This is an optimization exercise on Yosys and OpenROAD, whose aim is small area and a short achievable clock period, not a production implementation.
In this exercise RTL edits were held to simulation tests only and were not proved equivalent to the original.
No activity file was given, so power comes from the tool's default toggle rates.

==> flow/design.v (outline; a module is shown in full before it is edited, if it fits) <==
// module top: 34 lines
// module mac_pp: 326 lines
// module mac_np: 326 lines
// module mac_pn: 326 lines
// module mac_nn: 326 lines
// module fa: 4 lines
// module fax: 6 lines
// module ha: 4 lines
// module hax: 4 lines
// module x2: 3 lines
// module xn2: 3 lines
module top(clk,reset,a1,a2,a3,b1,b2,b3,c1,c2,c3,c4,c5,c6,c7,c8,c9);
  // ...
==> flow/flow/run.sh <==
#!/bin/bash
# Standard ORFS layout with small port buffers and no CTS dummy loads.
set -euo pipefail
export BUFFER_PORTS_ARGS="-buffer_cell sky130_fd_sc_hd__buf_2"
export CTS_ARGS="-sink_clustering_enable -repair_clock_nets -dont_use_dummy_load -buf_list sky130_fd_sc_hd__clkbuf_8"
bash standard.sh > standard_flow.log 2>&1
==> flow/standard.sh <==
#!/bin/bash
# synth_recipe.tcl (not shown) runs the flow's synth.tcl, then flattens the netlist and writes it again
# the make line also repeats each setting of config.mk as NAME=value (left out here)
make -C /OpenROAD-flow-scripts/flow DESIGN_CONFIG=/design/flow/config.mk WORK_HOME=/design/flow/orfs CLKGATE_MAP_FILE= SYNTH_SCRIPT=/design/flow/synth_recipe.tcl "${@:-finish}"
==> flow/config.mk <==
export PLATFORM = sky130hd
export DESIGN_NAME = top
export DESIGN_NICKNAME = top
export VERILOG_FILES = /design/flow/design.v
export SDC_FILE = /design/flow/constraint.sdc
export NUM_CORES = 4
export LEC_CHECK = 0
export CAP_MARGIN = 20
export CORE_MARGIN = 2
export CORE_UTILIZATION = 40
export SETUP_SLACK_MARGIN = 1.0
export SLEW_MARGIN = 20
export SYNTH_HIERARCHICAL = 1
==> flow/constraint.sdc <==
create_clock -name core_clock -period 6.0 [get_ports {clk}]
set_input_delay 1.2000 -clock core_clock [delete_from_list [all_inputs] [get_ports {clk}]]
set_output_delay 1.2000 -clock core_clock [all_outputs]
set_load 0.01 [all_outputs]
==> qor.yml, run 1 <==
run_status:
  outcome: "finished clean"
worst_setup_path:
  cpMaxStageDelayCell: "dfxtp_1"
  crit_path_start: "a11n[5]$_SDFF_PP1_"
  endpoint: "acc5[16]$_SDFF_PP0_"
  worstSetupStartpointType: "register"
  criticalPathCategory: "reg -> reg"
  path_max_fanout: 9
  reg2reg_from: "a11n[5]$_SDFF_PP1_"
  cp.arrival_ns: 5.00
yosys:
  synth_area_leaders: "fa_1, dfxtp_1, xor2_1, a22o_1, nor2b_1"
  synth_edf_count: 0
  synth_top_area_cell: "fa_1"
  syn_inst: 2724
  synth-seq-cells: 249
  synth_cell_type_count: 52
  syn-num-nets: 3098
  synthTopCellsByCount: "xor2_1, nor2_1, fa_1"
finish:
  non_clock_buffer_area_share: 0.0372
  num-nonclk-inverters: 39
  drive_gt1_frac: 0.120
  mostFrequentLayoutCells: "xor2_1, nor2_1, fa_1"
  buffers: 203
  multi_input_area_share: 0.715
  seq_share: 0.179
  finish.instance_area_mm2: 0.0279
placement:
  port_buffers: 202
drt:
  via_per_inst: 5.29
  vias: 19800
  drc_errors: 0
grt:
  grtUsageMet2: 0.350
  grt_remaining_overflow: 0
  grt_pass1_vias: 21000
pwr:
  pwr-share-seq: 0.249
  p_leak_nw: 14.0
clocking:
  cts_made_buffers: 52
  post_cts_resized: 0
sta:
  setup_slack_ns: 1.46
  slew_headroom: 0.416
  setup_violations: 0
  tightest_slew_ns: 0.876
min_path:
  hp-class: "reg -> reg"
floorplan:
  initial_core_util: 0.405
==> run 2: changes to the inputs <==
--- a/flow/config.mk
+++ b/flow/config.mk
@@ -10,3 +10,3 @@
 export CORE_UTILIZATION = 40
-export SETUP_SLACK_MARGIN = 1.0
+export SETUP_SLACK_MARGIN = 2.0
 export SLEW_MARGIN = 20
==> qor.yml, run 2 <==
run_status:
  outcome: "finished clean"
pwr:
  p_leak_nw: 15.4  # +9.7%
  ir_worst_vdd_v: 0.000297
  power.total_mw: 11.1
  power_density_mw_per_mm2: 344
floorplan:
  core_area_mm2: 0.0631
  io-pin-count: 203
  initial_core_util: 0.405  # unchanged
  die_w_um: 257
  dieArea_mm2: 0.0659
  die_h_um: 257
  rows: 92
job:
  cap_violations: 0
drt:
  routed_wl_mm: 74.0
  wl_met1_mm: 31.3
  wl_met3_mm: 3.75
  drc_errors: 0  # unchanged
  firstDrtPassIters: 5
  vias: 20700  # +4.8%
  via_per_inst: 5.30  # +0.16%
  dr.max_layer_used: "met4"
  wire_per_inst_um: 18.9
  wl_met2_mm: 36.7
  final_antenna_net_count: 0
  drtIter0Drc: 1111
placement:
  port_buffers: 202  # unchanged
  gp_congestion: 0.874
  place_ws_ns: 1.19
  dpl.hpwl_mm: 53.5
grt:
  gr-usage-all-layers: 0.210
  grt_pass1_wl_mm: 112
  grt_pass1_vias: 20900  # -0.29%
  grt_remaining_overflow: 0  # unchanged
  grt_max_degree: 125
  antenna_found_initial: 0
finish:
  area_growth_syn_to_layout_pct: 26.3
  final_common_cell: "nor2_1"
  mostFrequentLayoutCells: "nor2_1, xor2_1, fa_1"
  fillers: 5855
  n_antenna_cell: 0
  drive_gt1_frac: 0.328  # +0.208
  nets: 3436
  fin_util: 0.511
clocking:
  clk_pin_slew_ns: 0.05
  cts.sinks: 249
  cts_hold_buf: 0
  clock_path_buffers: 3
  cts_made_buffers: 54  # +3.8%
  clk_latency_ns: 0.66
  htree_num_levels: 2
  ctsRootBufferMaster: "clkbuf_8"
  cts_tree: "done"
worst_setup_path:
  reg2regPathDepth: 13
  path_max_fanout: 9  # unchanged
  path_cells: "buf_4 -> and2b_1 -> fa_2 -> fa_2 -> fa_2 -> xor2_4 -> and3_4 -> and4_4 -> a21o_4 -> or2_4 -> a22o_1 -> xnor2_1 -> nor2_1"
  reg2reg_from: "a22n[6]$_SDFF_PP1_"
  endpoint: "acc3[9]$_SDFF_PP0_"
  worstSetupStartpointType: "input pin"
  ff2ff_setup_slack_ns: 2.04
  crit_path_start: "b3[4]"
  cp-end-kind: "register"
  path_common_cell: "fa_2"
  required_ns: 6.49
  cp.arrival_ns: 4.48  # -0.52 ns
  cpPeakStageDelay_ns: 0.57
  r2r_end: "acc9[11]$_SDFF_PP0_"
  cpMaxStageDelayCell: "fa_2"
  criticalPathCategory: "in -> reg"
sta:
  setup_violations: 0  # unchanged
  rsz0062_at_grt: "yes"
  fmax_ghz: 0.251
  final.min_clock_period_ns: 3.99
  min_period_over_period: 0.665
  tightest_slew_ns: 0.917  # +0.0411 ns
  fin_worst_skew_ns: 0.0588
  fin_setup_tns_ns: 0
  setup_slack_ns: 2.01  # +0.551 ns
  hold_viol_final: 0
  slew_headroom: 0.389  # -0.0274
  maxSlewViolCount: 0
yosys:
  synth_area_leaders: "fa_1, dfxtp_1, xor2_1, a22o_1, nor2b_1"
  yosys_warnings: 7
  syn_avg_cell_area_um2: 9.37
  async_reset_ff_frac: 0
  yosysSeqAreaShare: 0.195
  synth-seq-cells: 249  # unchanged
  syn_area_mm2: 0.0255
  yosysTopAreaCellShare: 0.205
  synthFlopType: "dfxtp_1"
  syn_inst: 2724  # unchanged
  yosysMostFrequentCell: "xor2_1"
  synth_top_area_cell: "fa_1"
  synth_cell_type_count: 52  # unchanged
  synth_edf_count: 0  # unchanged
  syn-num-nets: 3098  # unchanged
  synthTopCellsByCount: "xor2_1, nor2_1, fa_1"
min_path:
  hp-class: "reg -> reg"
run 2: cell count changes in the layout (fill, tap and decap cells not counted), sizes merged:
cell and delta:
buf +150, clkbuf +23, diode -1
run 2: Yosys stat by module (local to each module, per instance):
module / copies in the design / cells inside / cell area, um2 / flops+latches
x2: 494 / 1 / 8.76 / 0
hax: 10 / 1 / 6.26 / 0
mac_pp: 1 / 111 / 724 / 0
fax: 170 / 1 / 8.76 / 0
mac_pn: 2 / 111 / 706 / 0
top: 1 / 525 / 6320 / 249
mac_np: 2 / 110 / 727 / 0
mac_nn: 4 / 126 / 616 / 0
xn2: 144 / 1 / 8.76 / 0
fa: 262 / 1 / 20.0 / 0
ha: 62 / 1 / 12.5 / 0
run 2: metrics by stage:
stage                     hold WS [ns]  instances  cell area (um2)
final                            0.514       3906            32200
after detailed placement         0.506       3682            27500
after floorplan                  0.408       2724            25900
after global routing             0.526       3906            32200
after global placement           0.499       3682            27500
after CTS                        0.522       3770            28900
run 2: how the worst min path moves through the flow:
stage,startpoint,end,slack [ns],cells past startpoint
6_report,b11n[5]$_SDFF_PP1_,b21n[5]$_SDFF_PP1_,0.51,1
5_1_grt,b11n[5]$_SDFF_PP1_,b21n[5]$_SDFF_PP1_,0.53,1
4_1_cts,acc8[16]$_SDFF_PP0_,acc8[16]$_SDFF_PP0_,0.52,2
3_5_place_dp,acc8[16]$_SDFF_PP0_,acc8[16]$_SDFF_PP0_,0.51,2
3_3_place_gp,acc8[16]$_SDFF_PP0_,acc8[16]$_SDFF_PP0_,0.50,2
2_1_floorplan,a11n[1]$_SDFF_PP1_,a12n[1]$_SDFF_PP1_,0.41,1
run 2: timing repair:
item                                    in CTS  in global routing
resized for setup                          138                465
endpoints found under the setup margin      53                 73
setup buffers                               34                136
pin swaps                                   46                355
cloned                                       0                  0
endpoints found under the hold margin        0                  0
run 2: layout make-up:
class                      count  area [um2]  share of cell area
inverter                      39         146             0.00454
tap                          846        1060              0.0328
timing repair buffer         374        2440              0.0758
clock buffer                  54         743              0.0231
sequential                   249        5190               0.161
multi-input combinational   2344       22700               0.703
run 2: per-layer routing:
metal,up-vias,GRT usage
li1,9534,-
met1,10600,0.273
met2,476,0.356
met3,135,0.0367
met4,0,0.0614
met5,-,0
run 2: report_power, final:
part | internal, mW | leakage, nW | switching, mW | total (mW)
clock network | 0.780 | 0.388 | 0.743 | 1.52
registers | 1.96 | 2.05 | 0.386 | 2.34
logic | 3.32 | 13.0 | 3.92 | 7.24
run 2: worst max-delay path: cells and delay by family:
family | cells | cell delay [ns]
buf+inv | 1 | 0.15
simple gates | 5 | 0.89
xor+xnor | 2 | 0.36
compound gates | 2 | 0.43
fa+ha+maj | 3 | 1.44
run 2: cell families (layout without fill, tap and decap cells):
kind of cell,after synthesis,count (layout),synth area share
and+or+nand+nor,989,989,0.196
xor gates and xnor gates,638,638,0.219
AOI/OAI and AO/OA,393,393,0.130
adders and majority gates,324,324,0.236
DFF,249,249,0.195
buffers and inverters,131,467,0.0235
==> run 3: changes to the inputs <==
--- a/flow/config.mk
+++ b/flow/config.mk
@@ -10,3 +10,2 @@
 export CORE_UTILIZATION = 40
-export SETUP_SLACK_MARGIN = 2.0
 export SLEW_MARGIN = 20
==> qor.yml, run 3 <==
worst_setup_path:
  reg2reg_from: "a11n[5]$_SDFF_PP1_"
  cp-end-kind: "register"
  worstSetupStartpointType: "register"
  required_ns: 6.46  # -0.03 ns
  path_common_cell: "fa_1"
  cpMaxStageDelayCell: "dfxtp_1"
  cpPeakStageDelay_ns: 0.74  # +0.17 ns
  cp.arrival_ns: 5.00  # +0.52 ns
  ff2ff_setup_slack_ns: 1.46  # -0.58 ns
  reg2regPathDepth: 13  # unchanged
  r2r_end: "acc5[16]$_SDFF_PP0_"
  path_max_fanout: 9  # unchanged
  criticalPathCategory: "reg -> reg"
  path_cells: "nor2_1 -> ha_1 -> fa_1 -> fa_1 -> fa_1 -> xor2_1 -> and3_1 -> a32oi_1 -> nand3_1 -> o21ai_1 -> o221ai_1 -> xnor2_1 -> nor2_1"
floorplan:
  die_h_um: 257  # unchanged
  rows: 92  # unchanged
  io-pin-count: 203  # unchanged
  dieArea_mm2: 0.0659  # unchanged
  core_area_mm2: 0.0631  # unchanged
  die_w_um: 257  # unchanged
  initial_core_util: 0.405  # unchanged
min_path:
  holdPathStages: 2  # +1
  hp-class: "reg -> reg"
  min_to: "acc5[16]$_SDFF_PP0_"
  min-delay-start: "acc5[16]$_SDFF_PP0_"
finish:
  fillers: 6266  # +7.0%
  nets: 3263  # -5.0%
  fin_util: 0.442  # -0.0689
  finish.instance_area_mm2: 0.0279  # -13%
  finalNonFillerCells: 3734  # -4.4%
  multi_input_area_mm2: 0.0199  # -12%
  final_common_cell: "xor2_1"
  area_growth_syn_to_layout_pct: 9.25
  drive_gt1_frac: 0.120  # -0.208
  ff_latch_area_mm2: 0.00498  # -3.9%
  mostFrequentLayoutCells: "xor2_1, nor2_1, fa_1"
grt:
  grt_remaining_overflow: 0  # unchanged
  grt_max_degree: 142  # +14%
  grt_pass1_wl_mm: 110  # -2.0%
  grt_pass1_vias: 21000  # +0.29%
  antenna_found_initial: 8  # +8
  gr-usage-all-layers: 0.205  # -0.00481
pwr:
  ir_worst_vdd_v: 0.000318  # +6.9%
  p_leak_nw: 14.0  # -8.9%
  power.total_mw: 9.25  # -17%
  power_density_mw_per_mm2: 332  # -3.7%
drt:
  final_antenna_net_count: 0  # unchanged
  via_per_inst: 5.29  # -0.16%
  vias: 19800  # -4.6%
  drc_errors: 0  # unchanged
  wire_per_inst_um: 18.2  # -3.9%
  firstDrtPassIters: 5  # unchanged
  drtIter0Drc: 869  # -22%
  routed_wl_mm: 67.9  # -8.2%
clocking:
  cts.sinks: 249  # unchanged
  clock_path_buffers: 3  # unchanged
  post_cts_resized: 0  # -100%
  ctsRootBufferMaster: "clkbuf_8"
  clk_latency_ns: 0.65  # about the same
  htree_num_levels: 2  # unchanged
  cts_made_buffers: 52  # -3.7%
  clk_pin_slew_ns: 0.05  # about the same
  cts_hold_buf: 0  # unchanged
  cts_tree: "done"
  postCtsSetupBuffers: 0  # -100%
yosys:
  syn_avg_cell_area_um2: 9.37  # unchanged
  synth_area_leaders: "fa_1, dfxtp_1, xor2_1, a22o_1, nor2b_1"
  synthTopCellsByCount: "xor2_1, nor2_1, fa_1"
  yosysMostFrequentCell: "xor2_1"
  async_reset_ff_frac: 0  # unchanged
  synthFlopType: "dfxtp_1"
  synth_cell_type_count: 52  # unchanged
  synth_top_area_cell: "fa_1"
  yosys_warnings: 7  # unchanged
  synth-seq-cells: 249  # unchanged
  syn_area_mm2: 0.0255  # unchanged
  yosysTopAreaCellShare: 0.205  # unchanged
  yosysSeqAreaShare: 0.195  # unchanged
  synth_edf_count: 0  # unchanged
  syn-num-nets: 3098  # unchanged
  syn_inst: 2724  # unchanged
job:
  cap_violations: 0  # unchanged
sta:
  tightest_slew_ns: 0.876  # -0.0411 ns
  min_period_over_period: 0.757  # +0.0919
  rsz0062_at_grt: "no"
  hold_ws_ns: 0.517  # +0.00315 ns
  fmax_ghz: 0.220  # -12%
  hold_viol_final: 0  # unchanged
  final.min_clock_period_ns: 4.54  # +0.551 ns
  fin_worst_skew_ns: 0.0524  # -0.00636 ns
  maxSlewViolCount: 0  # unchanged
  slew_headroom: 0.416  # +0.0274
  setup_violations: 0  # unchanged
  setup_slack_ns: 1.46  # -0.551 ns
  fin_setup_tns_ns: 0  # unchanged
placement:
  place_ws_ns: 1.09  # -0.0952 ns
  gp_congestion: 0.872  # -0.27%
  port_buffers: 202  # unchanged
  dp.cells: 3681  # -0.027%
  place_area_mm2: 0.0272  # -1.2%
  dpl.hpwl_mm: 52.2  # -2.5%
run_status:
  outcome: "finished clean"
## run 3: cell counts after synthesis
Identical to the previous run, type by type.
## run 3: power by group
part,switching [mW],internal (mW)
registers,0.343,1.96
clock network,0.735,0.753
logic,3.13,2.33
## run 3: layer usage
metal | track usage | vias to the layer above | wire length [um]
li1 | - | 9366 | -
met1 | 0.260 | 9831 | 29700
met2 | 0.350 | 423 | 32600
met3 | 0.0344 | 132 | 3240
met4 | 0.0759 | 12 | 2290
met5 | 0 | - | 74
## run 3: kinds of logic after synthesis
group,count (synthesis),share of synthesized area
buffers and inverters,131,0.0235
and+or+nand+nor,989,0.196
DFF,249,0.195
adders and majority gates,324,0.236
AOI/OAI and AO/OA,393,0.130
xor gates and xnor gates,638,0.219
## run 3: layout make-up
type / count / area share
clock buffer: 52 / 0.0257
multi-input combinational: 2344 / 0.715
antenna: 1 / 0.0000897
timing repair buffer: 203 / 0.0372
tap: 846 / 0.0380
inverter: 39 / 0.00525
sequential: 249 / 0.179
## run 3: worst max path at each step
stage / from / endpoint / slack [ns]
floorplan: b2[4] / acc2[13]$_SDFF_PP0_ / 1.64
global placement: b3[7] / acc3[12]$_SDFF_PP0_ / 1.21
detailed placement: b3[4] / acc3[13]$_SDFF_PP0_ / 1.09
CTS: a11n[0]$_SDFF_PP1_ / acc5[16]$_SDFF_PP0_ / 1.44
global route: a11n[5]$_SDFF_PP1_ / acc5[16]$_SDFF_PP0_ / 1.12
finish: a11n[5]$_SDFF_PP1_ / acc5[16]$_SDFF_PP0_ / 1.46
## run 3: worst max-delay path, delay by kind of cell (launching register included)
family | cells | cell delay [ns]
AO/OA/AOI/OAI | 3 | 0.87
AND/OR/NAND/NOR | 4 | 0.55
XOR/XNOR | 2 | 0.38
adder cells (fa/ha/maj) | 4 | 1.84
flip-flops | 1 | 0.74
## run 3: modules after synthesis (local to each module, per instance)
| module | times used | flip-flops and latches | cell area, um2 |
|---|---|---|---|
| fa | 262 | 0 | 20.0 |
| mac_nn | 4 | 0 | 616 |
| mac_pp | 1 | 0 | 724 |
| top | 1 | 249 | 6320 |
| xn2 | 144 | 0 | 8.76 |
| x2 | 494 | 0 | 8.76 |
| fax | 170 | 0 | 8.76 |
| hax | 10 | 0 | 6.26 |
| mac_np | 2 | 0 | 727 |
| ha | 62 | 0 | 12.5 |
| mac_pn | 2 | 0 | 706 |

[re-timing with driven ports]
How much do the figures lean on ideal ports? The routed layouts below were timed once more, with nothing changed but the port constraints.
Step 1 (the two cells are an assumption about what drives the block):
set clk [get_ports {clk}]
set_driving_cell -lib_cell sky130_fd_sc_hd__clkbuf_16 $clk
set_driving_cell -lib_cell sky130_fd_sc_hd__buf_2 [delete_from_list [all_inputs] $clk]
Step 2 adds t to the input delays and takes it off the output delays; t is the mean of the earliest and latest rising clock arrival at the registers after step 1. Input paths then give back, and output paths get back, about the clock's delay inside the block.
Slacks: ideal ports / drivers / drivers and shift; pairs: ideal ports / drivers.
run | t, ns | slack for setup (ns) | latest minus earliest clock arrival (ns) | cell pins on the clock port's net
run 1 | 0.684 | 1.458 / 1.458 / 1.000 | 0.063 / 0.062 | 1
run 2 | 0.694 | 2.009 / 2.040 / 1.347 | 0.060 / 0.061 | 1
run 3 | 0.684 | 1.458 / 1.458 / 1.000 | 0.063 / 0.062 | 1
After both steps setup and hold are still met in every run listed. The setup slack of run 2, which loses most, moves by +0.031 ns with the drivers and by -0.662 ns with both steps.
